What follows belongs to an exercise in optimizing a design on an open flow for small area, a short achievable clock period and few clock cycles per item; a production flow would make more cautious choices.
RTL that was checked went through simulation tests only; none was proved equivalent to the original.
The RTL of runs 5 and 6 was laid out without a check of its function.
No activity file was given, so power comes from the tool's default toggle rates.

<file path="flow/run.sh">
#!/bin/bash
# synth_recipe.tcl (not shown) runs the flow's synth.tcl, then flattens the netlist and writes it again
# the make line also repeats each setting of config.mk as NAME=value (left out here)
make -C /OpenROAD-flow-scripts/flow DESIGN_CONFIG=/design/flow/config.mk WORK_HOME=/design/flow/orfs CLKGATE_MAP_FILE= SYNTH_SCRIPT=/design/flow/synth_recipe.tcl finish
</file>
<file path="flow/config.mk">
export PLATFORM = sky130hd
export DESIGN_NAME = ee457_lab7_P3
export DESIGN_NICKNAME = ee457_lab7_P3
export VERILOG_FILES = /design/flow/design.v
export SDC_FILE = /design/flow/constraint.sdc
export NUM_CORES = 4
export LEC_CHECK = 0
export CAP_MARGIN = 20
export CORE_MARGIN = 2
export CORE_UTILIZATION = 40
export SLEW_MARGIN = 20
</file>
<file path="flow/constraint.sdc">
create_clock -name core_clock -period 3.0 [get_ports {CLK}]
set_input_delay 0.6000 -clock core_clock [delete_from_list [all_inputs] [get_ports {CLK}]]
set_output_delay 0.6000 -clock core_clock [all_outputs]
set_load 0.01 [all_outputs]
</file>
<file path="flow/design.v">
`timescale 1 ns / 100 ps
module pc (en,clk,rstb,pco);
input en,clk,rstb;
output reg [7:0] pco;
always @ (posedge clk, negedge rstb)
if (rstb == 1'b0)
begin
    pco <= 0;
end 
else if (en)
begin
    pco <= pco + 1;
end
endmodule  
`timescale 1 ns / 100 ps
module pipe_if_id_P3(rstb,clk,en,id_xa,id_ra,add1,add4,sub3,mov,instr_in,instr_out);
    input rstb,clk,en;
    input [31:0]instr_in; output reg [31:0]instr_out;
    output reg [3:0] id_xa,id_ra;
    output reg add1,add4,sub3,mov;
    always @(posedge clk, negedge rstb)
    if (rstb == 1'b0)
    begin
        id_xa<= 4'b0000;
        id_ra<= 4'b0000;
        add1<= 0;add4<= 0;sub3<= 0;mov<= 0;
		instr_out <= 32'h00000000;
    end
    else if (en)
    begin
       id_xa <= instr_in[3:0];
       id_ra <= instr_in[7:4] ;
       add1 <= instr_in[28];  
       add4 <= instr_in[29];  
       sub3 <= instr_in[30];  
	   mov  <= instr_in[31];  
	   instr_out <= {instr_in[31:28],20'h00000,instr_in[7:0]};
    end  
endmodule  
`timescale 1 ns / 100 ps
module register_file (r1a,r2a,r3a,wa,wd,reg_write,r1d,r2d,r3d,clk,rstb);
    input clk,reg_write;
	input [3:0]r1a,r2a,r3a,wa;
	input [15:0] wd;
    output[15:0] r1d,r2d,r3d;
    input rstb;
    reg [15:0] reg_file [0:15] ;
    integer i;
	assign r1d = (reg_write && (wa == r1a)) ? wd : reg_file[r1a];
    assign r2d = (reg_write && (wa == r2a)) ? wd : reg_file[r2a];
    assign r3d = (reg_write && (wa == r3a)) ? wd : reg_file[r3a];
    always @(posedge clk, negedge rstb)
    begin
        if (rstb == 1'b0)
        begin
           for (i = 0; i < 14; i = i + 1)
              reg_file[i] <= 16'h0001 << i;
           reg_file[14] <= 16'hfff8;
           reg_file[15] <= 16'hffff;
        end
        else if (reg_write)
        begin
           reg_file[wa] <= wd;
        end
    end
endmodule  
`timescale 1 ns / 100 ps
module pipe_reg2(rstb,clk,en,
vec16_in1,vec16_in2,vec16_in3,vec16_out1,vec16_out2,vec16_out3,
vec4_in1,vec4_in2,vec4_out1,vec4_out2,
bit_in1,bit_in2,bit_in3,bit_in4,bit_in5,bit_in6,bit_out1,bit_out2,bit_out3,bit_out4,bit_out5,bit_out6,instr_in,instr_out);
input rstb,clk,en;
input [15:0] vec16_in1,vec16_in2,vec16_in3;
input [3:0] vec4_in1,vec4_in2;
input bit_in1,bit_in2,bit_in3,bit_in4,bit_in5,bit_in6;
output reg  [15:0] vec16_out1,vec16_out2,vec16_out3;
output reg [3:0] vec4_out1,vec4_out2;
output reg bit_out1,bit_out2,bit_out3,bit_out4,bit_out5,bit_out6;
input [31:0]instr_in; output reg [31:0]instr_out;
always @ (posedge clk, negedge rstb)
 begin
    if (rstb == 1'b0)
	  begin
		vec16_out1 <= 16'h0000;
		vec16_out2 <= 16'h0000;
		vec16_out3 <= 16'h0000;
		vec4_out1 <= 4'b0000; 
		vec4_out2 <= 4'b0000; 
		bit_out1 <= 1'b0;
		bit_out2 <= 1'b0;
		bit_out3 <= 1'b0;
		bit_out4 <= 1'b0;
		bit_out5 <= 1'b0;
		bit_out6 <= 1'b0;
		instr_out <= 32'h00000000;
      end
    else if (en)
	  begin
		vec16_out1 <= vec16_in1;
		vec16_out2 <= vec16_in2;
		vec16_out3 <= vec16_in3;
		vec4_out1 <= vec4_in1;
		vec4_out2 <= vec4_in2;
		bit_out1 <= bit_in1;
		bit_out2 <= bit_in2;
		bit_out3 <= bit_in3;
		bit_out4 <= bit_in4;
		bit_out5 <= bit_in5;	
		bit_out6 <= bit_in6;
		instr_out <= instr_in;		
	  end
 end
endmodule  
`timescale 1 ns / 100 ps
module comp_station_P3(ex2_ra,ex1_ra,id_xa,xmex2,xmex1);
input [3:0] ex2_ra,ex1_ra,id_xa ;
output reg  xmex2,xmex1;
always @(ex2_ra,ex1_ra,id_xa) 
	begin: combinational_block
		xmex2 <= 1'b0;
		xmex1 <= 1'b0;
		if (ex2_ra == id_xa)	xmex2 <= 1'b1;
		if (ex1_ra == id_xa)	xmex1 <= 1'b1;
	end
endmodule  
`timescale 1 ns / 100 ps
module ee457_lab7_P3 (CLK,RSTB,IMEM_ADDR,IMEM_DATA,WB_WRITE,WB_RA,WB_RD);
input CLK,RSTB;
output [5:0] IMEM_ADDR;
input [31:0] IMEM_DATA;
output WB_WRITE;
output [3:0] WB_RA;
output [15:0] WB_RD;
wire [7:0] PC_OUT;
wire [31:0] IF_INSTR;
wire STALL,STALL_B,ID_MOV,ID_SUB3,ID_ADD4,ID_ADD1,ID_MOV_OUT,ID_SUB3_OUT,ID_ADD4_OUT,ID_ADD1_OUT,ID_XMEX1,ID_XMEX2;
wire [3:0] ID_XA,ID_RA;  
wire [15:0] ID_XD;
wire [31:0] ID_INSTR, ID_INSTR_or_BUBBLE;
wire EX1_MOV,EX1_SUB3,EX1_ADD4,EX1_ADD1,PRIORITY,FORW1,SKIP1,EX1_XMEX1,EX1_XMEX2;
wire [3:0] EX1_RA;  
wire [15:0] EX1_XD,EX1_PRIO_XD,EX1_ADDER_IN,EX1_ADDER_OUT,EX1_XD_OUT;
wire [31:0] EX1_INSTR;
wire EX2_MOV,EX2_SUB3,EX2_ADD4,EX2_ADD1,FORW2,SKIP2,EX2_XMEX1,EX2_WRITE;
wire [3:0] EX2_RA;  
wire [15:0] EX2_XD,EX2_ADDER_IN,EX2_ADDER_OUT,EX2_XD_OUT;
wire [31:0] EX2_INSTR;
wire [31:0] WB_INSTR;
pc PC(.en(STALL_B),.clk(CLK),.rstb(RSTB),.pco(PC_OUT[7:0]));
assign IMEM_ADDR = PC_OUT[5:0];
assign IF_INSTR = IMEM_DATA;
pipe_if_id_P3 IF_ID(.rstb(RSTB),.clk(CLK),.en(STALL_B),.id_xa(ID_XA),.id_ra(ID_RA),
                    .add1(ID_ADD1),.add4(ID_ADD4),.sub3(ID_SUB3),.mov(ID_MOV),.instr_in(IF_INSTR),.instr_out(ID_INSTR));
register_file REG_FILE(.r1a(4'b0000),.r2a(4'b0000),.r3a(ID_XA),.wa(WB_RA),.wd(WB_RD),
                       .reg_write(WB_WRITE),.r1d(),.r2d(),.r3d(ID_XD),.clk(CLK),.rstb(RSTB));
comp_station_P3 COMP_STATION (.ex2_ra(EX2_RA),.ex1_ra(EX1_RA),.id_xa(ID_XA),
                              .xmex2(ID_XMEX2),.xmex1(ID_XMEX1));
assign STALL = ID_XMEX1 & (ID_SUB3 | ID_ADD1) & (EX1_ADD4 | EX1_ADD1);
assign STALL_B = ~ STALL;
assign ID_MOV_OUT  = (STALL_B) & (ID_MOV);
assign ID_SUB3_OUT = (STALL_B) & (ID_SUB3);
assign ID_ADD4_OUT = (STALL_B) & (ID_ADD4);
assign ID_ADD1_OUT = (STALL_B) & (ID_ADD1);
assign ID_INSTR_or_BUBBLE = STALL ? 
		{ID_MOV_OUT,ID_SUB3_OUT,ID_ADD4_OUT,ID_ADD1_OUT,20'hFFFFF,ID_INSTR[7:0]}  
		: 
		{ID_MOV_OUT,ID_SUB3_OUT,ID_ADD4_OUT,ID_ADD1_OUT,ID_INSTR[27:0]};
pipe_reg2 ID_EX1(.rstb(RSTB),.clk(CLK),.en(1'b1),
	.vec16_in1(16'h0000),.vec16_in2(16'h0000),.vec16_in3(ID_XD),.vec16_out1(),.vec16_out2(),.vec16_out3(EX1_XD),
	.vec4_in1(ID_RA),.vec4_in2(4'b0000),.vec4_out1(EX1_RA),.vec4_out2(),
	.bit_in1(ID_MOV_OUT),.bit_in2(ID_SUB3_OUT),.bit_in3(ID_ADD4_OUT),.bit_in4(ID_ADD1_OUT),.bit_in5(ID_XMEX1),.bit_in6(ID_XMEX2),
	.bit_out1(EX1_MOV),.bit_out2(EX1_SUB3),.bit_out3(EX1_ADD4),.bit_out4(EX1_ADD1),.bit_out5(EX1_XMEX1),.bit_out6(EX1_XMEX2),
	.instr_in(ID_INSTR_or_BUBBLE),.instr_out(EX1_INSTR)
	);    
assign PRIORITY =  (EX2_MOV | EX2_SUB3) & EX1_XMEX1;  
assign FORW1 =  (EX1_XMEX2 & WB_WRITE) | PRIORITY;  
assign EX1_PRIO_XD = PRIORITY ? EX2_ADDER_IN : WB_RD;  
assign EX1_ADDER_IN = FORW1 ? EX1_PRIO_XD : EX1_XD;  
assign EX1_ADDER_OUT = EX1_ADDER_IN + (-3);  
assign SKIP1 = EX1_MOV | EX1_ADD4;  
assign EX1_XD_OUT = SKIP1 ? EX1_ADDER_IN : EX1_ADDER_OUT;  
pipe_reg2 EX1_EX2(.rstb(RSTB),.clk(CLK),.en(1'b1),
	.vec16_in1(16'h0000),.vec16_in2(16'h0000),.vec16_in3(EX1_XD_OUT),.vec16_out1(),.vec16_out2(),.vec16_out3(EX2_XD),
	.vec4_in1(EX1_RA),.vec4_in2(4'b0000),.vec4_out1(EX2_RA),.vec4_out2(),
	.bit_in1(EX1_MOV),.bit_in2(EX1_SUB3),.bit_in3(EX1_ADD4),.bit_in4(EX1_ADD1),.bit_in5(EX1_XMEX1),.bit_in6(1'b0),
	.bit_out1(EX2_MOV),.bit_out2(EX2_SUB3),.bit_out3(EX2_ADD4),.bit_out4(EX2_ADD1),.bit_out5(EX2_XMEX1),.bit_out6(),
	.instr_in(EX1_INSTR),.instr_out(EX2_INSTR)
	);    
assign FORW2 = EX2_XMEX1 & WB_WRITE & (EX2_ADD4 | EX2_MOV);   
assign EX2_ADDER_IN = FORW2 ? WB_RD : EX2_XD;   
assign EX2_ADDER_OUT = EX2_ADDER_IN + (+4);      
assign SKIP2 = EX2_SUB3 | EX2_MOV;   
assign EX2_XD_OUT = SKIP2 ? EX2_ADDER_IN : EX2_ADDER_OUT;   
assign EX2_WRITE = EX2_MOV | EX2_SUB3 | EX2_ADD1 | EX2_ADD4;   
pipe_reg2 EX2_WB(.rstb(RSTB),.clk(CLK),.en(1'b1),
	.vec16_in1(16'h0000),.vec16_in2(16'h0000),.vec16_in3(EX2_XD_OUT),.vec16_out1(),.vec16_out2(),.vec16_out3(WB_RD),
	.vec4_in1(EX2_RA),.vec4_in2(4'b0000),.vec4_out1(WB_RA),.vec4_out2(),
	.bit_in1(EX2_WRITE),.bit_in2(1'b0),.bit_in3(1'b0),.bit_in4(1'b0),.bit_in5(1'b0),.bit_in6(1'b0),
	.bit_out1(WB_WRITE),.bit_out2(),.bit_out3(),.bit_out4(),.bit_out5(),.bit_out6(),
	.instr_in(EX2_INSTR),.instr_out(WB_INSTR)
	);    
endmodule  
</file>
==> out/qor.txt, run 1 <==
Endpoint class of the critical path -> primary output
Buf/Inv on CP -> 1
Minimum clock period -> 2.78 ns
Layout cells sized above 1 -> 38.0%
Ys async rst share -> 100%
Leakage -> 0.00806 µW
Mapped Cells -> 1287
Mapped Nets -> 1323
Clk_skew -> 0.0158 ns
Req. time, crit path -> 2.40 ns
Mux cell area share after synthesis -> 22.7%
Final setup TNS -> 0 ns
Nets -> 1398
Critical path, cell by cell -> clkdlybuf4s50_1
Mapped Avg Cell Area -> 12.5 µm²
Yosys warns -> 6
EDFF count, synth -> 0
Pre-CTS setup slack -> 0.258 ns
Fin crit share -> 92.8%
Vias per std cell -> 5.70
Cell Area, Synth -> 0.0161 mm²
Hold WC Path Type -> in -> async
Max cap viols -> 0
R2r endpoint -> EX1_EX2.vec16_out3[15]
CTS Buf Count -> 38
Clk buf depth -> 3
CTS tree -> done
# Post-CTS Setup Buffers -> 0
CTS HTree Levels -> 2
Final setup vio count -> 0
CP Class -> reg -> out
Status -> no timing/DRC/antenna violations
Drt pass-1 iters -> 5
Full die area -> 0.0419 mm²
Root buffer cell -> clkbuf_16
Crit Reg-Reg Startpoint -> EX1_EX2.bit_out1
Layout area overhead -> 17.0%
Post-Synth Simple-Gate Area -> 8.25%
First-pass GRT wire length -> 70100 µm
DIE HEIGHT -> 205 µm
Io pins -> 61
Clk sink count -> 346
Final WS setup -> 0.215 ns
Crit start category -> register
Slew Limit Fails -> 0
# rows -> 73
Slew margin rel. -> 29.3%
Worst vdd ir -> 0.401 mV
Worst Setup SP -> EX2_WB.vec16_out3[3]
Resize count post-CTS -> 0
Vias -> 10922
XOR/XNOR share of the synthesized area -> 2.78%
Vias in the first global route -> 11198
Post-synthesis sequential area ratio -> 54.1%
Post-DRT Antenna Nets -> 0
Hold-fix buffers, CTS -> 0
Arr. time, crit path -> 2.18 ns
Synth Register Bits -> 346
Worst Tran Pin Value -> 1.05 ns
Final WL -> 45700 µm
Die X-Extent -> 205 µm
HPWL Detailed -> 30600 µm
Port buffer count -> 40
Total grt overflow -> 0
Placeable Area -> 0.0397 mm²
Finished Cell Area -> 0.0188 mm²
Filler cells -> 3536
GPL Wtd Cong -> 0.865
Largest net degree at the start of global routing -> 83
Max Clk Rate -> 359 MHz
Placement Cell Area -> 0.0176 mm²
Power Density -> 955 mW/mm²
R2r setup slk -> 0.24 ns
Main synth FF type -> dfrtp_1
Initial antenna violation count -> 0
Hold_ws -> 0.118 ns
Slowest CP cell -> dfrtp_1
Slowest stage delay, CP -> 0.95 ns
DR iter-0 viols -> 751
Distinct cells, synth -> 74
Largest family of logic cells by synthesized area -> multiplexers
Clock transition at path regs -> 0.06 ns
Wire length per cell -> 23.9 µm
Fin. Hold Viols -> 0
Drt drc -> 0
GRT Total Usage -> 22.3%
Antenna diodes -> 0
Reg2Reg Depth -> 7
Synth Area in Compound Gates -> 9.15%
Initial Util -> 40.5%
RSZ-0062 raised after global routing -> no
Crit Path Max Fanout -> 23
Skew-Pair Late Insertion Delay -> 0.53 ns
Adder-Cell Fraction of Synth Area -> 0.155%
Top delay family on crit path -> flip-flops
## per-layer routing
metal | vias up | track usage [%] | wire (µm)
met2 | 286 | 35.9 | 21500
li1 | 4847 | - | -
met4 | 0 | 7.17 | 1470
met3 | 88 | 4.04 | 2490
met1 | 5701 | 30.5 | 20200
met5 | - | 0 | 0
## worst max-delay path by stage
stage	end	cells after the start
after floorplan	EX1_EX2.vec16_out3[10]	12
after global placement	EX1_EX2.vec16_out3[14]	11
after detailed placement	EX1_EX2.vec16_out3[15]	7
after CTS	EX1_EX2.vec16_out3[15]	7
after global routing	EX1_EX2.vec16_out3[15]	7
final	WB_RD[3]	1
## cell usage in the layout (no fill, tap or decap), types with 9 or more instances in the layout
cell and instances:
clkbuf_1 12, a221oi_1 12, a22oi_1 28, o21ai_0 27, clkbuf_16 39, or3_1 12
dfstp_2 43, dfrtp_1 299, xnor2_1 18, mux2_2 287, buf_4 90, a22o_1 11
nand3_1 26, nand4_1 12, xor2_1 33, a21oi_1 20, nor3_1 21, nor2_1 52
buf_12 9, nor2b_1 15, mux2i_1 33, nand2_1 66, a31oi_1 10, nand2b_1 10
and3_1 9, clkdlybuf4s50_1 39, o22ai_1 15
## logic make-up (layout without fill, tap and decap cells)
family          Yosys count  in the layout
flops                   346            346
mux                     324            324
simple gates            262            262
compound gates          193            193
buf+inv                 109            212
xor+xnor                 51             51
fa+ha+maj                 2              2
## metrics by stage
step | power, µW | std cells | utilization [%]
3_3_place_gp | 13200 | 1847 | 44.3
4_1_cts | 18100 | 1915 | 47.4
2_1_floorplan | 11600 | 1287 | -
3_5_place_dp | 13400 | 1847 | 44.3
5_1_grt | 19000 | 1915 | 47.4
6_report | 18000 | 1915 | 47.4
## Yosys cell counts (all sizes together) (18+ instances only)
master | n | area, µm²
dfstp | 43 | 1130
xnor2 | 18 | 158
o21ai | 28 | 151
nor3 | 22 | 110
xor2 | 33 | 289
dfrtp | 303 | 7580
a22oi | 28 | 210
nor2 | 60 | 225
nand2 | 66 | 248
nand3 | 26 | 130
mux2i | 34 | 353
mux2 | 287 | 3230
clkbuf | 69 | 259
buf | 34 | 171
a21oi | 21 | 109
## sequential cells by signal, summed over array words and instances (netlist names), 4 cells and up
register	cells
REG_FILE.reg_file	256
EX1_EX2.vec16_out3	16
EX2_WB.vec16_out3	16
ID_EX1.vec16_out3	16
PC.pco	6
EX1_EX2.vec4_out1	4
EX2_WB.vec4_out1	4
ID_EX1.vec4_out1	4
IF_ID.id_ra	4
IF_ID.id_xa	4
## final cells by class
| type | instances | area (µm²) | share of cell area (%) |
|---|---|---|---|
| well taps | 525 | 657 | 3.49 |
| clock inverters | 10 | 104 | 0.551 |
| flip-flops and latches | 346 | 8720 | 46.3 |
| inverters | 5 | 18.8 | 0.0996 |
| repair buffers | 139 | 1260 | 6.69 |
| multi-input cells | 832 | 6960 | 37.0 |
| clock buffers | 58 | 1120 | 5.93 |
## power by group
part / internal (µW) / leakage, µW / switching, µW / total, µW
clock: 2740 / 0.000605 / 1860 / 4600
combinational: 2710 / 0.00326 / 2190 / 4900
sequential: 6930 / 0.00420 / 1560 / 8490
total: 12400 / 0.00806 / 5610 / 18000
Testbench counts, summed over its fixed seeds: cycles 14,296, instrs 11,636.
==> run 2, diff against run 1 <==
==> flow/design.v (replaced) <==
`timescale 1 ns / 100 ps
module register_file (ra, rd, wa, wd, we, clk, rstb);
  input clk, rstb, we;
  input [3:0] ra, wa;
  input [15:0] wd;
  output [15:0] rd;
  reg [15:0] regs [0:15];
  reg [15:0] written;
  function [15:0] init_val(input [3:0] k);
    init_val = (k == 4'd15) ? 16'hffff : (k == 4'd14) ? 16'hfff8 : (16'h0001 << k);
  endfunction
  integer k;
  always @(posedge clk, negedge rstb)
    if (!rstb) written <= 16'h0000;
    else if (we) written[wa] <= 1'b1;
  always @(posedge clk)
    if (we) regs[wa] <= wd;
  reg [15:0] r;
  always @* begin
    r = 16'h0000;
    for (k = 0; k < 16; k = k + 1)
      if (ra == k[3:0]) r = r | (written[k] ? regs[k] : init_val(k[3:0]));
  end
  assign rd = r;
endmodule
`timescale 1 ns / 100 ps
module ee457_lab7_P3 (CLK,RSTB,IMEM_ADDR,IMEM_DATA,WB_WRITE,WB_RA,WB_RD);
input CLK,RSTB;
output [5:0] IMEM_ADDR;
input [31:0] IMEM_DATA;
output reg WB_WRITE;
output reg [3:0] WB_RA;
output reg [15:0] WB_RD;
reg [5:0] pc;
assign IMEM_ADDR = pc;
always @(posedge CLK, negedge RSTB)
  if (!RSTB) pc <= 6'd0;
  else pc <= pc + 6'd1;
reg id_v;                  
reg id_sub, id_k2, id_k0;  
reg [3:0] id_rd, id_rx;
always @(posedge CLK, negedge RSTB)
  if (!RSTB) id_v <= 1'b0;
  else id_v <= |IMEM_DATA[31:28];
always @(posedge CLK) begin
  id_sub <= IMEM_DATA[30];
  id_k2  <= IMEM_DATA[30] | IMEM_DATA[29];
  id_k0  <= IMEM_DATA[30] | IMEM_DATA[28];
  id_rd  <= IMEM_DATA[7:4];
  id_rx  <= IMEM_DATA[3:0];
end
wire [15:0] rf_rd;
register_file RF (.ra(id_rx), .rd(rf_rd), .wa(WB_RA), .wd(WB_RD), .we(WB_WRITE),
                  .clk(CLK), .rstb(RSTB));
reg ex_v, ex_hz, ex_sub, ex_k2, ex_k0;
reg [3:0] ex_rd;
reg [15:0] ex_a;
always @(posedge CLK, negedge RSTB)
  if (!RSTB) ex_v <= 1'b0;
  else ex_v <= id_v;
always @(posedge CLK) begin
  ex_a   <= (WB_WRITE && WB_RA == id_rx) ? WB_RD : rf_rd;
  ex_hz  <= ex_v && ex_rd == id_rx;    
  ex_sub <= id_sub; ex_k2 <= id_k2; ex_k0 <= id_k0;
  ex_rd  <= id_rd;
end
wire [15:0] ex_x = ex_hz ? WB_RD : ex_a;
wire [15:0] ex_k = {{13{ex_sub}}, ex_k2, 1'b0, ex_k0};
always @(posedge CLK, negedge RSTB)
  if (!RSTB) WB_WRITE <= 1'b0;
  else WB_WRITE <= ex_v;
always @(posedge CLK) begin
  WB_RD <= ex_x + ex_k;
  WB_RA <= ex_rd;
end
endmodule
--- a/flow/config.mk
+++ b/flow/config.mk
@@ -8,4 +8,5 @@
 export CAP_MARGIN = 20
 export CORE_MARGIN = 2
 export CORE_UTILIZATION = 40
+export SETUP_SLACK_MARGIN = 1.4
 export SLEW_MARGIN = 20
==> out/qor.txt, run 2 <==
Status -> no timing/DRC/antenna violations
Placed Instances -> 1298 (-30%)
Critical path, cell by cell -> ha_4 -> a21oi_2 -> o211ai_1 -> buf_4 -> a221oi_4 -> o21ai_1 -> xnor2_1
CTS Buf Count -> 36 (-5.3%)
Final setup vio count -> 0 (unchanged)
Endpoint class of the critical path -> register
RSZ-0062 raised after global routing -> yes
Drt drc -> 0 (unchanged)
Slew margin rel. -> 60.4% (+31 points)
Hold WC Path Type -> reg -> reg
Slowest stage delay, CP -> 0.70 ns (-0.25 ns)
Max Clk Rate -> 459 MHz (+28%)
GRT Total Usage -> 22.3% (-0.036 points)
# rows -> 65 (-11%)
Worst Tran Pin Value -> 0.595 ns (-0.457 ns)
CTS tree -> done
Mapped Nets -> 900 (-32%)
Top-area cell type share of the netlist area -> 59.3% (+12 points)
Nets -> 1111 (-21%)
Finished Cell Area -> 0.0177 mm² (-6.0%)
HPWL Detailed -> 21300 µm (-30%)
Slew Limit Fails -> 0 (unchanged)
Leakage -> 0.00626 µW (-22%)
Die X-Extent -> 184 µm (-10%)
Clk_skew -> 0.0150 ns (-0.000820 ns)
Hold-fix buffers, CTS -> 0 (unchanged)
Full die area -> 0.0339 mm² (-19%)
Distinct cells, synth -> 53 (-28%)
Worst vdd ir -> 0.488 mV (+22%)
Drt pass-1 iters -> 5 (unchanged)
Total grt overflow -> 0 (unchanged)
Crit Path Max Fanout -> 11 (-52%)
CTS HTree Levels -> 2 (unchanged)
Layout Cells excl Fill -> 1484 (-23%)
Largest net degree at the start of global routing -> 33 (-60%)
Mapped Cells -> 845 (-34%)
Clk sink count -> 336 (-2.9%)
Vias -> 8602 (-21%)
Synth top area cells -> edfxtp_1 59%, dfxtp_1 8.5%, dfrtp_1 4.8%
Slowest CP cell -> dfxtp_2
Wire length per cell -> 25.6 µm (+7.2%)
Clk buf depth -> 3 (unchanged)
Port buffer count -> 40 (unchanged)
Io pins -> 61 (unchanged)
GPL Wtd Cong -> 0.818 (-5.5%)
Mapped Avg Cell Area -> 15.3 µm² (+23%)
Minimum clock period -> 2.18 ns (-0.605 ns)
Synth Register Bits -> 336 (-2.9%)
Yosys warns -> 2 (-4)
DR iter-0 viols -> 947 (+26%)
Root buffer cell -> clkbuf_16
Top delay family on crit path -> compound AO/OA/AOI/OAI gates
Arr. time, crit path -> 2.57 ns (+0.39 ns)
Clock transition at path regs -> 0.06 ns (about the same)
Final setup TNS -> 0 ns (unchanged)
Commonest non-fill, non-tap cell in the layout -> edfxtp_1
Cell Area, Synth -> 0.0130 mm² (-19%)
Crit start category -> register
Placeable Area -> 0.0317 mm² (-20%)
Post-synthesis sequential area ratio -> 72.6% (+19 points)
Post-DRT Antenna Nets -> 0 (unchanged)
Initial antenna violation count -> 0 (unchanged)
Ys async rst share -> 7.44% (-93 points)
EDFF count, synth -> 256 (+256)
Synth top cells by count -> 256 x edfxtp_1, 55 x dfxtp_1, 52 x a22oi_1
Req. time, crit path -> 3.39 ns (+0.99 ns)
Placement Cell Area -> 0.0143 mm² (-19%)
Most frequent cell after synthesis -> edfxtp_1
Max cap viols -> 0 (unchanged)
Final WL -> 38000 µm (-17%)
DIE HEIGHT -> 184 µm (-10%)
First-pass GRT wire length -> 54700 µm (-22%)
Power Density -> 756 mW/mm² (-21%)
Skew-Pair Late Insertion Delay -> 0.51 ns (-0.02 ns)
Layout cells sized above 1 -> 39.6% (+1.7 points)
Layout area overhead -> 36.7%
Antenna diodes -> 0 (unchanged)
Fin crit share -> 72.7% (-20 points)
CP Class -> reg -> reg
Vias per std cell -> 5.80 (+1.6%)
Fin. Hold Viols -> 0 (unchanged)
Yosys top cell by area -> edfxtp_1
Buf/Inv on CP -> 1 (unchanged)
Max reg flops -> 256 (unchanged)
R2r setup slk -> 0.82 ns (+0.58 ns)
Main synth FF type -> edfxtp_1
Initial Util -> 40.9% (+0.35 points)
Most frequent cells in the layout -> 256 x edfxtp_1, 93 x buf_4, 64 x buf_6, 41 x a22oi_1, 39 x clkbuf_16
Vias in the first global route -> 8330 (-26%)
Biggest register -> RF.regs
==> run 2: metal layers <==
layer | routed length [µm] | vias to the layer above | track usage [%]
met3 | 2860 | 79 | 3.39
met2 | 18100 | 349 | 36.5
met4 | 1180 | 0 | 6.62
li1 | - | 3748 | -
met5 | 0 | - | 0
met1 | 15800 | 4426 | 30.9
==> run 2: cell families after synthesis <==
| kind of cell | after synthesis | synth area share (%) |
|---|---|---|
| AOI/OAI and AO/OA | 202 | 11.2 |
| xor gates and xnor gates | 29 | 1.96 |
| adders and majority gates | 21 | 2.03 |
| buffers and inverters | 60 | 2.75 |
| DFF | 336 | 72.6 |
| muxes | 17 | 1.45 |
| and+or+nand+nor | 180 | 7.92 |
==> run 2: report_power, final <==
| group | total (µW) | switching, µW | internal [µW] |
|---|---|---|---|
| Sequential | 6120 | 204 | 5920 |
| Clock | 4440 | 1750 | 2690 |
| Combinational | 2830 | 1540 | 1290 |
| Total | 13400 | 3490 | 9910 |
==> run 2: path summary, 6_finish.rpt <==
| kind | start | end | depth (start not counted) |
|---|---|---|---|
| max in group asynchronous | RSTB | RF.written[14] | 2 |
| max reg2reg | ex_sub | WB_RD[9] | 7 |
| min | id_rd[1] | ex_rd[1] | 0 |
| max | ex_sub | WB_RD[9] | 7 |
| min reg2reg | id_rd[1] | ex_rd[1] | 0 |
| min in group asynchronous | RSTB | pc[0] | 2 |
==> run 2: timing repair <==
item                                    4_1_cts  5_1_grt
gates cloned                                  2        4
gates resized for setup                     307       70
buffers inserted                             91       25
endpoints found under the hold margin         0        0
pin swaps                                    77       62
endpoints found under the setup margin      330      254
==> run 2: through the flow <==
stage               utilization (%)  hold slack [ns]  worst slack, ns  total power, µW
global placement               45.2            0.310            0.533             8260
global route                   55.8            0.332            0.731            13900
floorplan                         -            0.304            0.949             7290
CTS                            53.9            0.325            0.851            13300
finish                         55.8            0.324            0.820            13400
detailed placement             45.2            0.312            0.523             8300
==> run 2: layout make-up <==
| type | instances | area (µm²) |
|---|---|---|
| flip-flops and latches | 336 | 9480 |
| inverters | 15 | 63.8 |
| clock inverters | 13 | 164 |
| repair buffers | 215 | 2320 |
| well taps | 402 | 503 |
| fillers | 2472 | 14000 |
| multi-input cells | 452 | 4170 |
| clock buffers | 51 | 1010 |
Testbench counts of run 2, summed over its fixed seeds: cycles 12,384, instrs 11,636.
==> run 3, diff against run 2 <==
--- a/flow/config.mk
+++ b/flow/config.mk
@@ -8,5 +8,5 @@
 export CAP_MARGIN = 20
 export CORE_MARGIN = 2
 export CORE_UTILIZATION = 40
-export SETUP_SLACK_MARGIN = 1.4
+export SETUP_SLACK_MARGIN = 1.7
 export SLEW_MARGIN = 20
==> out/qor.txt, run 3 <==
Vias -> 8883 (+3.3%)
Cell Area, Synth -> 0.0130 mm² (unchanged)
Pre-CTS setup slack -> 0.548 ns (+0.0244 ns)
Full die area -> 0.0339 mm² (unchanged)
Final WL -> 40400 µm (+6.5%)
Status -> no timing/DRC/antenna violations
Skew-Pair Late Insertion Delay -> 0.52 ns (about the same)
Clk buf depth -> 3 (unchanged)
Hold WC Path Type -> reg -> reg
HPWL Detailed -> 20600 µm (-3.5%)
Largest net degree at the start of global routing -> 26 (-21%)
Fin crit share -> 69.9% (-2.8 points)
GRT Total Usage -> 23.9% (+1.6 points)
Footprint of the multi-input gates -> 0.00443 mm² (+6.1%)
Synth top cells by count -> 256 x edfxtp_1, 55 x dfxtp_1, 52 x a22oi_1
Nets -> 1153 (+3.8%)
DR iter-0 viols -> 959 (+1.3%)
CTS HTree Levels -> 2 (unchanged)
Worst vdd ir -> 0.493 mV (+1.1%)
Commonest non-fill, non-tap cell in the layout -> edfxtp_1
Top-area cell type share of the netlist area -> 59.3% (unchanged)
Hold-fix buffers, CTS -> 0 (unchanged)
Wire length per cell -> 26.5 µm (+3.6%)
Filler cells -> 2337 (-5.5%)
Arr. time, crit path -> 2.54 ns (-0.03 ns)
Max cap viols -> 0 (unchanged)
Finished Cell Area -> 0.0186 mm² (+4.9%)
Clk sink count -> 336 (unchanged)
Clock transition at path regs -> 0.06 ns (about the same)
Post-DRT Antenna Nets -> 0 (unchanged)
Post-layout util -> 58.6% (+2.7 points)
DIE HEIGHT -> 184 µm (unchanged)
Slew margin rel. -> 58.6% (-1.8 points)
Crit Path Max Fanout -> 5 (-6)
Mapped Nets -> 900 (unchanged)
Die X-Extent -> 184 µm (unchanged)
Total grt overflow -> 0 (unchanged)
Vias per std cell -> 5.82 (+0.49%)
Placeable Area -> 0.0317 mm² (unchanged)
Yosys top cell by area -> edfxtp_1
Power Density -> 724 mW/mm² (-4.3%)
First-pass GRT wire length -> 58100 µm (+6.2%)
Antenna diodes -> 0 (unchanged)
Yosys warns -> 2 (unchanged)
Endpoint class of the critical path -> register
Layout cells sized above 1 -> 43.5% (+3.8 points)
Root buffer cell -> clkbuf_16
Mapped Avg Cell Area -> 15.3 µm² (unchanged)
CP Class -> reg -> reg
Crit start category -> register
Leakage -> 0.00658 µW (+5.2%)
CTS tree -> done
Final setup TNS -> 0 ns (unchanged)
Initial Util -> 40.9% (unchanged)
Initial antenna violation count -> 0 (unchanged)
Vias in the first global route -> 8699 (+4.4%)
Synth Register Bits -> 336 (unchanged)
Ys async rst share -> 7.44% (unchanged)
Io pins -> 61 (unchanged)
Most frequent cell after synthesis -> edfxtp_1
Main synth FF type -> edfxtp_1
Most frequent cells in the layout -> 256 x edfxtp_1, 109 x buf_4, 69 x buf_6, 42 x buf_12, 41 x a22oi_1
Worst Tran Pin Value -> 0.620 ns (+0.0256 ns)
Reg area -> 0.00948 mm² (about the same)
Mapped Cells -> 845 (unchanged)
RSZ-0062 raised after global routing -> yes
Final WS setup -> 0.904 ns (+0.0838 ns)
Synth top area cells -> edfxtp_1 59%, dfxtp_1 8.5%, dfrtp_1 4.8%
Distinct cells, synth -> 53 (unchanged)
Hold_ws -> 0.324 ns (+0.000202 ns)
CTS Buf Count -> 34 (-5.6%)
Req. time, crit path -> 3.44 ns (+0.05 ns)
Minimum clock period -> 2.10 ns (-0.0838 ns)
# rows -> 65 (unchanged)
EDFF count, synth -> 256 (unchanged)
Max Clk Rate -> 477 MHz (+4.0%)
Final setup vio count -> 0 (unchanged)
Post-synthesis sequential area ratio -> 72.6% (unchanged)
Drt pass-1 iters -> 5 (unchanged)
Drt drc -> 0 (unchanged)
GPL Wtd Cong -> 0.810 (-0.94%)
Slew Limit Fails -> 0 (unchanged)
Placement Cell Area -> 0.0144 mm² (+0.72%)
Layout area overhead -> 43.4%
Biggest register -> RF.regs
Port buffer count -> 40 (unchanged)
Fin. Hold Viols -> 0 (unchanged)
Max reg flops -> 256 (unchanged)
Clk_skew -> 0.0211 ns (+0.00616 ns)
[run 3: cell types whose count changed in the layout (fill, tap and decap cells not counted), moves of 4 or more]
cell      before  now
a31oi_1       13    9
buf_12        26   42
buf_4         93  109
buf_6         64   69
clkinv_2       6    2
nand2_1       19   15
xnor2_1       12    8
[run 3: metal layers]
layer / vias to the layer above / global-route usage (%) / part of all wire, %
met4: 0 / 9.18 / 4.3
met1: 4442 / 31.0 / 38
met5: - / 0 / 0
met2: 495 / 39.1 / 48
met3: 103 / 5.71 / 10
li1: 3843 / - / -
[run 3: critical path: stages, from the launching register on]
cell	delay [ns]
dfxtp_4	0.39
buf_12	0.13
mux2_2	0.35
ha_4	0.32
nand3_1	0.14
nor2_2	0.19
a21oi_4	0.10
o311ai_2	0.23
xor2_1	0.17
[run 3: kinds of logic (layout without fill, tap and decap cells)]
| family | after synthesis | in the layout | share of synthesized area, % |
|---|---|---|---|
| and+or+nand+nor | 180 | 184 | 7.92 |
| DFF | 336 | 336 | 72.6 |
| AOI/OAI and AO/OA | 202 | 202 | 11.2 |
| xor gates and xnor gates | 29 | 29 | 1.96 |
| buffers and inverters | 60 | 334 | 2.75 |
| adders and majority gates | 21 | 21 | 2.03 |
| muxes | 17 | 17 | 1.45 |
[run 3: area by class of cell]
class	count	area share (%)
timing repair buffer	258	16.0
sequential	336	51.0
inverter	15	0.404
tap	402	2.71
clock inverter	10	0.687
clock buffer	51	5.31
multi-input combinational	453	23.8
[run 3: path summary, 6_finish.rpt]
| kind | slack, ns | start | endpoint | depth (start not counted) |
|---|---|---|---|---|
| worst min register to register | 0.32 | id_k2 | ex_k2 | 0 |
| min in group asynchronous | 0.46 | RSTB | RF.written[0] | 2 |
| worst min-delay path | 0.32 | id_k2 | ex_k2 | 0 |
| max in group asynchronous | 2.25 | RSTB | RF.written[14] | 2 |
| worst max-delay path | 0.90 | ex_hz | WB_RD[14] | 8 |
| worst max register to register | 0.90 | ex_hz | WB_RD[14] | 8 |
[run 3: report_power, final]
part	internal (µW)	leakage, µW	switching (µW)
logic	1440	0.00301	1630
registers	5920	0.00304	219
clock network	2540	0.000539	1720
[run 3: what timing repair did]
item                                    4_1_cts  5_1_grt
pin swaps                                    95       68
resized for setup                           316       95
endpoints found under the setup margin      330      331
buffers inserted                            140       26
gates cloned                                  9        2
[run 3: stage by stage]
step           instances  power [µW]
3_5_place_dp        1287        8310
6_report            1525       13500
2_1_floorplan        845        7330
5_1_grt             1525       13900
3_3_place_gp        1287        8270
4_1_cts             1497       13200
==> run 4, diff against run 3 <==
--- a/flow/config.mk
+++ b/flow/config.mk
@@ -8,5 +8,4 @@
 export CAP_MARGIN = 20
 export CORE_MARGIN = 2
 export CORE_UTILIZATION = 40
-export SETUP_SLACK_MARGIN = 1.7
 export SLEW_MARGIN = 20
==> out/qor.txt, run 4 <==
# Post-CTS Setup Buffers -> 0 (-100%)
Nets -> 994 (-14%)
Hold WC Path Type -> reg -> reg
EDFF count, synth -> 256 (unchanged)
Synth top area cells -> edfxtp_1 59%, dfxtp_1 8.5%, dfrtp_1 4.8%
Post-layout util -> 48.2% (-10 points)
Total grt overflow -> 0 (unchanged)
CP Class -> reg -> reg
Clk buf depth -> 3 (unchanged)
Full die area -> 0.0339 mm² (unchanged)
Layout cells sized above 1 -> 15.8% (-28 points)
Resize count post-CTS -> 0 (-100%)
Mapped Nets -> 900 (unchanged)
Post-synthesis sequential area ratio -> 72.6% (unchanged)
GRT Total Usage -> 20.0% (-3.9 points)
Final setup vio count -> 0 (unchanged)
Req. time, crit path -> 3.41 ns (-0.03 ns)
Hold Path Origin -> id_k0
Synth Register Bits -> 336 (unchanged)
Crit Path Max Fanout -> 14 (+9)
Distinct cells, synth -> 53 (unchanged)
Mapped Cells -> 845 (unchanged)
Synth top cells by count -> 256 x edfxtp_1, 55 x dfxtp_1, 52 x a22oi_1
Io pins -> 61 (unchanged)
R2r setup slk -> 0.37 ns (-0.54 ns)
Filler cells -> 2729 (+17%)
Minimum clock period -> 2.63 ns (+0.536 ns)
Main synth FF type -> edfxtp_1
Layout area overhead -> 17.9%
Vias in the first global route -> 7653 (-12%)
CTS HTree Levels -> 2 (unchanged)
Max reg flops -> 256 (unchanged)
Comb power frac -> 15.6% (-7.2 points)
WHS Path Cells -> 0 (unchanged)
Most frequent cells in the layout -> 256 x edfxtp_1, 55 x dfxtp_1, 54 x buf_4, 52 x a22oi_1, 40 x clkdlybuf4s50_1
Port buffer count -> 40 (unchanged)
Initial antenna violation count -> 0 (unchanged)
Final WL -> 33000 µm (-18%)
Max Clk Rate -> 380 MHz (-20%)
R2r endpoint -> WB_RD[15]
Arr. time, crit path -> 3.04 ns (+0.50 ns)
Clock transition at path regs -> 0.07 ns (about the same)
Slew margin rel. -> 42.4% (-16 points)
CTS Buf Count -> 35 (+2.9%)
Most frequent cell after synthesis -> edfxtp_1
GPL Wtd Cong -> 0.785 (-3.1%)
Power Density -> 801 mW/mm² (+11%)
DIE HEIGHT -> 184 µm (unchanged)
Total power -> 12200 µW (-9.0%)
Yosys top cell by area -> edfxtp_1
HPWL Detailed -> 20900 µm (+1.4%)
Vias -> 7698 (-13%)
Commonest non-fill, non-tap cell in the layout -> edfxtp_1
# rows -> 65 (unchanged)
Psw -> 3160 µW (-11%)
Leakage -> 0.00527 µW (-20%)
Placeable Area -> 0.0317 mm² (unchanged)
RSZ-0062 raised after global routing -> no
Reg2Reg Depth -> 8 (unchanged)
Slew Limit Fails -> 0 (unchanged)
Wire length on met2 -> 15900 µm (-18%)
Worst vdd ir -> 0.367 mV (-26%)
Flop pwr share -> 50.3% (+4.7 points)
Status -> no timing/DRC/antenna violations
Drt drc -> 0 (unchanged)
Clk pwr share -> 34.1% (+2.5 points)
Drt pass-1 iters -> 5 (unchanged)
Top Metal Used -> met4
Met3 WL -> 2200 µm (-46%)
Mapped Avg Cell Area -> 15.3 µm² (unchanged)
Vias per std cell -> 5.64 (-3.3%)
Ys async rst share -> 7.44% (unchanged)
Antenna diodes -> 0 (unchanged)
Biggest register -> RF.regs
Internal power -> 9090 µW (-8.1%)
Endpoint class of the critical path -> register
Cell Area, Synth -> 0.0130 mm² (unchanged)
Hold-fix buffers, CTS -> 0 (unchanged)
Die X-Extent -> 184 µm (unchanged)
DR iter-0 viols -> 760 (-21%)
Final setup TNS -> 0 ns (unchanged)
CTS tree -> done
Worst Tran Pin Value -> 0.864 ns (+0.244 ns)
Wire length per cell -> 24.2 µm (-8.7%)
Root buffer cell -> clkbuf_16
Skew-Pair Late Insertion Delay -> 0.51 ns (about the same)
WHS Endpoint -> ex_k0
Initial Util -> 40.9% (unchanged)
Max cap viols -> 0 (unchanged)
Met1 WL -> 14200 µm (-7.1%)
Clk sink count -> 336 (unchanged)
Yosys warns -> 2 (unchanged)
First-pass GRT wire length -> 49400 µm (-15%)
Clk_skew -> 0.0191 ns (-0.00198 ns)
Post-DRT Antenna Nets -> 0 (unchanged)
Fin crit share -> 87.7% (+18 points)
Sw Share -> 25.8% (-0.71 points)
Crit Reg-Reg Startpoint -> ex_hz
Top-area cell type share of the netlist area -> 59.3% (unchanged)
Fin. Hold Viols -> 0 (unchanged)
Largest net degree at the start of global routing -> 33 (+27%)
Crit start category -> register
[run 4: cell counts after synthesis]
No cell type changed its count.
[run 4: stage by stage]
| step | setup WS [ns] | area (µm²) | instances | hold slack (ns) |
|---|---|---|---|---|
| 3_3_place_gp | 0.507 | 14200 | 1304 | 0.311 |
| 3_5_place_dp | 0.421 | 14200 | 1304 | 0.312 |
| 2_1_floorplan | 0.362 | 13000 | 845 | 0.304 |
| 4_1_cts | 0.361 | 15300 | 1366 | 0.325 |
| 5_1_grt | 0.211 | 15300 | 1366 | 0.335 |
| 6_report | 0.368 | 15300 | 1366 | 0.326 |
[run 4: area by class of cell]
cell class	instances	area, µm²	area share [%]
Clock buffer	55	1070	7.03
Inverter	15	56.3	0.368
Sequential cell	336	9410	61.6
Tap cell	402	503	3.29
Clock inverter	7	36.3	0.237
Multi-Input combinational cell	449	3230	21.1
Timing Repair Buffer	102	966	6.32
[run 4: kinds of logic after synthesis]
family                     share of synthesized area [%]
AOI/OAI and AO/OA                                   11.2
xor gates and xnor gates                            1.96
adders and majority gates                           2.03
buffers and inverters                               2.75
DFF                                                 72.6
muxes                                               1.45
and+or+nand+nor                                     7.92
[run 4: worst max path at each step]
stage / slack (ns) / depth (start not counted) / startpoint / end
4_1_cts: 0.36 / 1 / WB_RD[10] / WB_RD[10]
5_1_grt: 0.21 / 8 / ex_hz / WB_RD[15]
3_3_place_gp: 0.51 / 8 / ex_hz / WB_RD[15]
3_5_place_dp: 0.42 / 8 / ex_hz / WB_RD[15]
2_1_floorplan: 0.36 / 10 / ex_hz / WB_RD[14]
6_report: 0.37 / 8 / ex_hz / WB_RD[15]
[run 4: power groups by stage]
stage	clock network [µW]	registers (µW)	logic (µW)
after global placement	0	6250	1900
after detailed placement	0	6260	1920
after global routing	4430	6210	2100
final	4170	6160	1910
after floorplan	0	6420	742
after CTS	4240	6170	1930
[run 4: critical path, cell delays in order (launching register included)]
cell and delay (ns):
dfxtp_1 0.36, buf_4 0.24, mux2_2 0.36, ha_1 0.36, a211oi_1 0.30, o211ai_1 0.14
a21oi_1 0.43, o211ai_1 0.16, and3b_1 0.18
[run 4: metal layers]
layer  vias up  global-route usage (%)
li1       3498                       -
met1      3888                    27.7
met2       261                    33.0
met3        51                    3.21
met4         0                    5.06
met5         -                       0
==> run 5, diff against run 4 <==
==> flow/design.v (replaced) <==
`timescale 1 ns / 100 ps
module register_file (ra, rd, wa, wd, we, clk, rstb);
  input clk, rstb, we;
  input [3:0] ra, wa;
  input [15:0] wd;
  output [15:0] rd;
  reg [15:0] regs [0:15];
  reg [15:0] written;
  always @(posedge clk, negedge rstb)
    if (!rstb) written <= 16'h0000;
    else if (we) written[wa] <= 1'b1;
  always @(posedge clk)
    if (we) regs[wa] <= wd;
  function [15:0] init_val(input integer k);
    init_val = (k == 15) ? 16'hffff : (k == 14) ? 16'hfff8 : (16'h0001 << k);
  endfunction
  wire [15:0] sel = 16'h0001 << ra;
  reg [15:0] r;
  integer k;
  always @* begin
    r = 16'h0000;
    for (k = 0; k < 16; k = k + 1)
      r = r | ({16{sel[k] & written[k]}} & regs[k])
            | ({16{sel[k] & ~written[k]}} & init_val(k));
  end
  assign rd = r;
endmodule
module addk (x, add1, add4, sub3, y);
  input [15:0] x;
  input add1, add4, sub3;
  output [15:0] y;
  wire a01 = x[1] & x[0];
  wire lo = add1 | sub3;             
  assign y[0] = x[0] ^ lo;
  assign y[1] = x[1] ^ (lo & x[0]);
  wire up = (add1 & a01) | add4;     
  wire dn = sub3 & ~a01;             
  genvar i;
  generate for (i = 2; i < 16; i = i + 1) begin : g
    wire p, z;
    if (i == 2) begin
      assign p = 1'b1; assign z = 1'b1;
    end else begin
      assign p = &x[i-1:2];
      assign z = ~|x[i-1:2];
    end
    assign y[i] = x[i] ^ ((up & p) | (dn & z));
  end endgenerate
endmodule
`timescale 1 ns / 100 ps
module ee457_lab7_P3 (CLK,RSTB,IMEM_ADDR,IMEM_DATA,WB_WRITE,WB_RA,WB_RD);
input CLK,RSTB;
output [5:0] IMEM_ADDR;
input [31:0] IMEM_DATA;
output reg WB_WRITE;
output reg [3:0] WB_RA;
output reg [15:0] WB_RD;
reg [5:0] pc;
assign IMEM_ADDR = pc;
always @(posedge CLK, negedge RSTB)
  if (!RSTB) pc <= 6'd0;
  else pc <= pc + 6'd1;
wire [3:0] rx = IMEM_DATA[3:0];
wire [15:0] rf_rd;
register_file RF (.ra(rx), .rd(rf_rd), .wa(WB_RA), .wd(WB_RD), .we(WB_WRITE),
                  .clk(CLK), .rstb(RSTB));
reg ex_v, ex_add1, ex_add4, ex_sub3;
reg [3:0] ex_rd;
reg [15:0] ex_a;
wire [15:0] ex_y;
wire hz  = ex_v && ex_rd == rx;        
wire byp = WB_WRITE && WB_RA == rx;    
always @(posedge CLK, negedge RSTB)
  if (!RSTB) ex_v <= 1'b0;
  else ex_v <= |IMEM_DATA[31:28];
always @(posedge CLK) begin
  ex_a    <= hz ? ex_y : byp ? WB_RD : rf_rd;
  ex_add1 <= IMEM_DATA[28];
  ex_add4 <= IMEM_DATA[29];
  ex_sub3 <= IMEM_DATA[30];
  ex_rd   <= IMEM_DATA[7:4];
end
addk AK (.x(ex_a), .add1(ex_add1), .add4(ex_add4), .sub3(ex_sub3), .y(ex_y));
always @(posedge CLK, negedge RSTB)
  if (!RSTB) WB_WRITE <= 1'b0;
  else WB_WRITE <= ex_v;
always @(posedge CLK) begin
  WB_RD <= ex_y;
  WB_RA <= ex_rd;
end
endmodule
--- a/flow/config.mk
+++ b/flow/config.mk
@@ -5,7 +5,9 @@
 export SDC_FILE = /design/flow/constraint.sdc
 export NUM_CORES = 4
 export LEC_CHECK = 0
+export ABC_CLOCK_PERIOD_IN_PS = 1500
 export CAP_MARGIN = 20
 export CORE_MARGIN = 2
 export CORE_UTILIZATION = 40
+export SETUP_SLACK_MARGIN = 1.4
 export SLEW_MARGIN = 20
==> out/qor.txt, run 5 <==
Drt drc -> 0 (unchanged)
Leakage -> 0.00647 µW (+23%)
Hold Path Origin -> ex_rd[0]
Yosys top cell by area -> edfxtp_1
Filler cells -> 2225 (-18%)
Buf/Inv on CP -> 4 (+3)
Initial Util -> 40.5% (-0.35 points)
Hold WC Path Type -> reg -> reg
Layout cells sized above 1 -> 45.5% (+30 points)
Synth Area in Compound Gates -> 11.4% (+0.19 points)
Nets -> 1125 (+13%)
WHS Path Cells -> 0 (unchanged)
Most frequent cells in the layout -> 256 x edfxtp_1, 135 x buf_4, 64 x a22oi_1, 59 x buf_6, 48 x buf_12
Clock transition at path regs -> 0.07 ns (about the same)
Reg2Reg Depth -> 8 (unchanged)
DR iter-0 viols -> 907 (+19%)
Crit start category -> input port
Slowest stage delay, CP -> 0.34 ns (-0.09 ns)
Die X-Extent -> 180 µm (-2.4%)
Layout area overhead -> 45.6%
Slew margin rel. -> 52.9% (+10 points)
Distinct cells, synth -> 66 (+25%)
Mapped Nets -> 849 (-5.7%)
Worst Tran Pin Value -> 0.689 ns (-0.175 ns)
Antenna diodes -> 0 (unchanged)
Pre-CTS setup slack -> 0.0121 ns (-0.409 ns)
EDFF count, synth -> 256 (unchanged)
Synth top cells by count -> 256 x edfxtp_1, 87 x a22oi_1, 43 x dfxtp_1
Post-Synth Simple-Gate Area -> 8.77% (+0.85 points)
Cell Area, Synth -> 0.0123 mm² (-4.9%)
R2r endpoint -> ex_a[0]
Post-DRT Antenna Nets -> 0 (unchanged)
Fin. Hold Viols -> 0 (unchanged)
Biggest register -> RF.regs
Fin crit share -> 65.0% (-23 points)
Clk buf depth -> 3 (unchanged)
Reg area -> 0.00924 mm² (-1.9%)
CTS HTree Levels -> 2 (unchanged)
Full die area -> 0.0322 mm² (-4.8%)
Final setup TNS -> 0 ns (unchanged)
R2r setup slk -> 1.07 ns (+0.70 ns)
Port buffer count -> 40 (unchanged)
Top-area cell type share of the netlist area -> 62.4% (+3.0 points)
Initial antenna violation count -> 0 (unchanged)
Wire length per cell -> 28.4 µm (+17%)
Max Clk Rate -> 513 MHz (+35%)
Main synth FF type -> edfxtp_1
Top delay family on crit path -> simple AND/OR/NAND/NOR gates
Post-synthesis sequential area ratio -> 74.2% (+1.6 points)
Clk sink count -> 323 (-3.9%)
Vias in the first global route -> 8576 (+12%)
Endpoint class of the critical path -> register
Worst vdd ir -> 0.472 mV (+29%)
Hold-fix buffers, CTS -> 0 (unchanged)
Io pins -> 61 (unchanged)
Placeable Area -> 0.0304 mm² (-4.1%)
Largest net degree at the start of global routing -> 25 (-24%)
Total grt overflow -> 0 (unchanged)
Worst Setup SP -> IMEM_DATA[2]
Footprint of the multi-input gates -> 0.00387 mm² (+20%)
Critical path, cell by cell -> buf_12 -> buf_12 -> and3b_4 -> and3b_2 -> buf_12 -> a22oi_2 -> nand4_1 -> nor4_2 -> buf_4 -> o2bb2ai_1
Max reg flops -> 256 (unchanged)
Skew-Pair Late Insertion Delay -> 0.55 ns (+0.04 ns)
Slew Limit Fails -> 0 (unchanged)
Final WS setup -> 1.05 ns (+0.682 ns)
Final setup vio count -> 0 (unchanged)
Crit Reg-Reg Startpoint -> WB_RA[1]
Slowest CP cell -> nor4_2
First-pass GRT wire length -> 58100 µm (+18%)
CP Class -> in -> reg
GRT Total Usage -> 24.7% (+4.7 points)
Vias per std cell -> 5.94 (+5.4%)
Mapped Cells -> 808 (-4.4%)
Commonest non-fill, non-tap cell in the layout -> edfxtp_1
Largest family of logic cells by synthesized area -> compound AO/OA/AOI/OAI gates
# rows -> 64 (-1.5%)
Minimum clock period -> 1.95 ns (-0.682 ns)
XOR/XNOR share of the synthesized area -> 2.26% (+0.30 points)
Yosys warns -> 2 (unchanged)
Max cap viols -> 0 (unchanged)
Ys async rst share -> 7.43% (-0.010 points)
Crit Path Max Fanout -> 5 (-9)
Synth Register Bits -> 323 (-3.9%)
RSZ-0062 raised after global routing -> yes
GPL Wtd Cong -> 0.880 (+12%)
Most frequent cell after synthesis -> edfxtp_1
CTS Buf Count -> 35 (unchanged)
CTS tree -> done
Req. time, crit path -> 3.40 ns (about the same)
Power Density -> 678 mW/mm² (-15%)
Status -> no timing/DRC/antenna violations
Clk_skew -> 0.0294 ns (+0.0103 ns)
WHS Endpoint -> WB_RA[0]
Final WL -> 42800 µm (+29%)
Mapped Avg Cell Area -> 15.3 µm² (-0.52%)
HPWL Detailed -> 22200 µm (+6.1%)
Adder-Cell Fraction of Synth Area -> 0.711% (-1.3 points)
DIE HEIGHT -> 180 µm (-2.4%)
Synth top area cells -> edfxtp_1 62%, dfxtp_1 7.0%, a22oi_1 5.3%
Mux cell area share after synthesis -> 0.244% (-1.2 points)
Most frequent CP cell -> buf_12
Root buffer cell -> clkbuf_16
Drt pass-1 iters -> 7 (+2)
Arr. time, crit path -> 2.35 ns (-0.69 ns)
Vias -> 8953 (+16%)
[run 5: cell types whose count changed after synthesis, sizes merged, moves of 16 or more]
cell   delta
a22o     -20
a22oi    +36
a31oi    -17
and3     -16
nand4    +24
nor3     +17
o21ai    -19
[run 5: cell type report]
class | instances | share of cell area (%)
multi-input combinational | 428 | 21.5
inverter | 17 | 0.411
clock buffer | 56 | 5.56
sequential | 323 | 51.4
clock inverter | 8 | 0.467
tap | 396 | 2.76
timing repair buffer | 279 | 17.8
[run 5: cell families (layout without fill, tap and decap cells)]
family,after synthesis,count (layout)
xor+xnor,31,31
compound gates,191,191
mux,3,3
simple gates,196,196
flops,323,323
buf+inv,57,360
fa+ha+maj,7,7
[run 5: layer usage]
layer | up-vias | part of all wire, % | GRT usage (%)
met2 | 560 | 46 | 38.6
li1 | 3753 | - | -
met4 | 0 | 3.9 | 9.50
met1 | 4540 | 39 | 34.2
met5 | - | 0 | 0
met3 | 100 | 11 | 5.31
[run 5: repair_timing]
item | in CTS | in global routing
gates cloned | 7 | 5
buffers inserted | 102 | 46
setup endpoints to repair | 318 | 219
pin swaps | 73 | 54
endpoints found under the hold margin | 0 | 0
gates resized for setup | 351 | 100
[run 5: worst max-delay path by stage]
stage | to | slack [ns] | cells after the start
detailed placement | ex_a[1] | 0.01 | 11
finish | ex_a[13] | 1.05 | 10
global placement | ex_a[1] | 0.06 | 11
global route | ex_a[13] | 1.02 | 10
floorplan | ex_a[0] | 0.86 | 8
CTS | ex_a[1] | 1.11 | 9
[run 5: through the flow]
step	std cells	total power (µW)	utilization (%)	instance area, µm²	hold slack [ns]
global placement	1283	7280	46.0	14000	0.359
floorplan	808	6520	-	12700	0.304
finish	1507	12200	59.0	18000	0.359
global route	1507	12500	59.0	18000	0.367
CTS	1456	11900	55.8	17000	0.360
detailed placement	1283	7300	46.0	14000	0.355
[run 5: worst reg2reg max path, cell delays in order, from the launching register on]
cell	delay [ns]
dfxtp_4	0.37
buf_4	0.14
xor2_1	0.22
nor3_2	0.07
nand3_2	0.14
buf_8	0.16
nand4_1	0.09
or4_1	0.42
a22o_1	0.19
[run 5: power by group]
| group | leakage (µW) | switching [µW] | internal (µW) |
|---|---|---|---|
| Clock | 0.000530 | 1780 | 2320 |
| Combinational | 0.00299 | 1230 | 977 |
| Sequential | 0.00295 | 279 | 5580 |
| Total | 0.00647 | 3290 | 8880 |
==> run 6, diff against run 5 <==
--- a/flow/config.mk
+++ b/flow/config.mk
@@ -5,9 +5,9 @@
 export SDC_FILE = /design/flow/constraint.sdc
 export NUM_CORES = 4
 export LEC_CHECK = 0
-export ABC_CLOCK_PERIOD_IN_PS = 1500
+export ABC_CLOCK_PERIOD_IN_PS = 1200
 export CAP_MARGIN = 20
 export CORE_MARGIN = 2
 export CORE_UTILIZATION = 40
-export SETUP_SLACK_MARGIN = 1.4
+export SETUP_SLACK_MARGIN = 1.5
 export SLEW_MARGIN = 20
==> out/qor.txt, run 6 <==
Clk buf depth -> 3 (unchanged)
Max cap viols -> 0 (unchanged)
Full die area -> 0.0322 mm² (unchanged)
GRT Total Usage -> 24.2% (-0.56 points)
Synth Register Bits -> 323 (unchanged)
Max reg flops -> 256 (unchanged)
Synth top cells by count -> 256 x edfxtp_1, 87 x a22oi_1, 43 x dfxtp_1
DIE HEIGHT -> 180 µm (unchanged)
Post-synthesis sequential area ratio -> 74.2% (unchanged)
Max Clk Rate -> 502 MHz (-2.0%)
Worst Setup SP -> IMEM_DATA[3]
Most frequent cells in the layout -> 256 x edfxtp_1, 123 x buf_4, 73 x a22oi_1, 66 x buf_6
# rows -> 64 (unchanged)
Post-DRT Antenna Nets -> 0 (unchanged)
Vias -> 8708 (-2.7%)
R2r endpoint -> ex_a[0]
Ys async rst share -> 7.43% (unchanged)
Top-area cell type share of the netlist area -> 62.4% (unchanged)
GPL Wtd Cong -> 0.876 (-0.45%)
Initial antenna violation count -> 0 (unchanged)
Slew margin rel. -> 54.0% (+1.1 points)
Synth top area cells -> edfxtp_1 62%, dfxtp_1 7.0%, a22oi_1 5.3%
Reg2Reg Depth -> 6 (-2)
Power Density -> 697 mW/mm² (+2.8%)
Total grt overflow -> 0 (unchanged)
Clk sink count -> 323 (unchanged)
Slew Limit Fails -> 0 (unchanged)
Layout area overhead -> 43.7%
Crit Reg-Reg Startpoint -> RF.written[1]
Worst Tran Pin Value -> 0.673 ns (-0.0166 ns)
Nets -> 1109 (-1.4%)
Largest net degree at the start of global routing -> 25 (unchanged)
Root buffer cell -> clkbuf_16
Skew-Pair Late Insertion Delay -> 0.52 ns (-0.03 ns)
Antenna diodes -> 0 (unchanged)
Crit start category -> input port
Most frequent cell after synthesis -> edfxtp_1
Crit Path Max Fanout -> 7 (+2)
Io pins -> 61 (unchanged)
Vias in the first global route -> 8343 (-2.7%)
Clock transition at path regs -> 0.06 ns (about the same)
Fin. Hold Viols -> 0 (unchanged)
Mapped Nets -> 849 (unchanged)
Biggest register -> RF.regs
Final WS setup -> 1.01 ns (-0.0408 ns)
Placed Instances -> 1279 (-0.31%)
Arr. time, crit path -> 2.41 ns (+0.06 ns)
Pre-CTS setup slack -> -0.117 ns (-0.129 ns)
Req. time, crit path -> 3.42 ns (+0.02 ns)
Clk_skew -> 0.00867 ns (-0.0208 ns)
Vias per std cell -> 5.84 (-1.7%)
Mapped Cells -> 808 (unchanged)
Wire length per cell -> 27.7 µm (-2.4%)
Distinct cells, synth -> 66 (unchanged)
R2r setup slk -> 1.12 ns (+0.05 ns)
CTS tree -> done
Final setup TNS -> 0 ns (unchanged)
Endpoint class of the critical path -> register
Minimum clock period -> 1.99 ns (+0.0408 ns)
Cell Area, Synth -> 0.0123 mm² (unchanged)
Drt drc -> 0 (unchanged)
Hold WC Path Type -> reg -> reg
Initial Util -> 40.5% (unchanged)
RSZ-0062 raised after global routing -> yes
DR iter-0 viols -> 1087 (+20%)
Yosys top cell by area -> edfxtp_1
Die X-Extent -> 180 µm (unchanged)
Final WL -> 41300 µm (-3.4%)
CTS HTree Levels -> 2 (unchanged)
Status -> no timing/DRC/antenna violations
Fin crit share -> 66.4% (+1.4 points)
Worst vdd ir -> 0.365 mV (-23%)
Final setup vio count -> 0 (unchanged)
CTS Buf Count -> 35 (unchanged)
First-pass GRT wire length -> 56800 µm (-2.1%)
Main synth FF type -> edfxtp_1
Leakage -> 0.00638 µW (-1.3%)
EDFF count, synth -> 256 (unchanged)
Mapped Avg Cell Area -> 15.3 µm² (unchanged)
HPWL Detailed -> 22500 µm (+1.5%)
Yosys warns -> 2 (unchanged)
Layout Cells excl Fill -> 1491 (-1.1%)
Port buffer count -> 40 (unchanged)
Layout cells sized above 1 -> 43.7% (-1.7 points)
CP Class -> in -> reg
Drt pass-1 iters -> 5 (-2)
Commonest non-fill, non-tap cell in the layout -> edfxtp_1
Critical path endpoint -> ex_a[0]
Hold-fix buffers, CTS -> 0 (unchanged)
Placeable Area -> 0.0304 mm² (unchanged)
[run 6: cell counts after synthesis]
No cell type changed its count.
[run 6: timing repair]
| item | CTS | global route |
|---|---|---|
| buffers inserted | 99 | 40 |
| gates cloned | 7 | 2 |
| pin swaps | 55 | 59 |
| setup endpoints to repair | 323 | 287 |
| resized for setup | 316 | 93 |
[run 6: metrics by stage]
step	utilization, %	instance area, µm²	hold WS (ns)	total power, µW
4_1_cts	55.7	16900	0.357	12100
3_3_place_gp	46.1	14000	0.343	7300
5_1_grt	58.2	17700	0.370	12700
6_report	58.2	17700	0.369	12300
2_1_floorplan	-	12800	0.304	6540
3_5_place_dp	46.1	14000	0.350	7320
[run 6: critical path, stage by stage]
cell	delay [ns]
buf_8	0.11
buf_6	0.12
buf_6	0.11
nand3b_1	0.14
buf_4	0.15
nor3b_4	0.04
buf_4	0.14
buf_12	0.14
a22o_1	0.17
or4_4	0.47
a22o_1	0.20
[run 6: area by class of cell]
class / count / area (µm²)
Clock inverter: 15 / 186
Inverter: 17 / 73.8
Tap cell: 396 / 495
Sequential cell: 323 / 9210
Fill cell: 2230 / 12700
Multi-Input combinational cell: 429 / 3800
Clock buffer: 49 / 991
Timing Repair Buffer: 262 / 2950
[run 6: how the worst min path moves through the flow]
| stage | start | endpoint | slack [ns] | depth (start not counted) |
|---|---|---|---|---|
| after detailed placement | ex_rd[0] | WB_RA[0] | 0.35 | 0 |
| final | ex_rd[0] | WB_RA[0] | 0.37 | 0 |
| after global placement | ex_rd[0] | WB_RA[0] | 0.34 | 0 |
| after global routing | ex_rd[3] | WB_RA[3] | 0.37 | 0 |
| after floorplan | RSTB | RF.written[0] | 0.30 | 0 |
| after CTS | ex_rd[0] | WB_RA[0] | 0.36 | 0 |
[run 6: report_power, final]
group,switching (µW),internal [µW]
Combinational,1190,967
Clock,1720,2660
Sequential,242,5560
[run 6: cell families after synthesis]
group	after synthesis	synth area share, %
fa+ha+maj	7	0.710
compound gates	191	11.4
simple gates	196	8.77
buf+inv	57	2.35
mux	3	0.244
flops	323	74.2
xor+xnor	31	2.26
[run 6: layer usage]
layer | vias up | global-route usage (%) | wire [µm]
li1 | 3719 | - | -
met5 | - | 0 | 0
met2 | 482 | 38.8 | 19600
met4 | 0 | 8.72 | 1620
met1 | 4413 | 33.6 | 16400
met3 | 94 | 3.77 | 3740

separate check: timing with driven ports:
In the flow no input, the clock included, has a driving cell. The finished layouts below were timed again as built, in two steps. Step 1 sets driving cells, clkbuf_16 on the clock port and buf_2 on the other inputs (assumed; they add their load-dependent delay and slew). Step 2 also shifts input and output timing later by t, the mid clock arrival at the registers, as if the neighbouring blocks saw the same clock. a / b / c = ideal ports / drivers / drivers and shift; a / b = the first two.
| run | t (ns) | setup slack, ns | worst setup path after step 2 | worst data-port slew with drivers (ns) |
|---|---|---|---|---|
| run 1 | 0.577 | 0.215 / 0.165 / 0.239 | register to register | 0.05 |
| run 2 | 0.555 | 0.820 / 0.820 / 0.820 | register to register | 0.03 |
| run 3 | 0.564 | 0.904 / 0.904 / 0.904 | register to register | 0.03 |
| run 4 | 0.550 | 0.368 / 0.356 / 0.368 | register to register | 0.03 |
| run 5 | 0.581 | 1.050 / 1.054 / 0.473 | input to register | 0.06 |
| run 6 | 0.564 | 1.009 / 1.019 / 0.455 | input to register | 0.05 |
After both steps setup and hold are still met in every run listed. For run 5, which loses most, drivers alone change the setup slack by +0.004 ns; drivers and shift together by -0.577 ns.
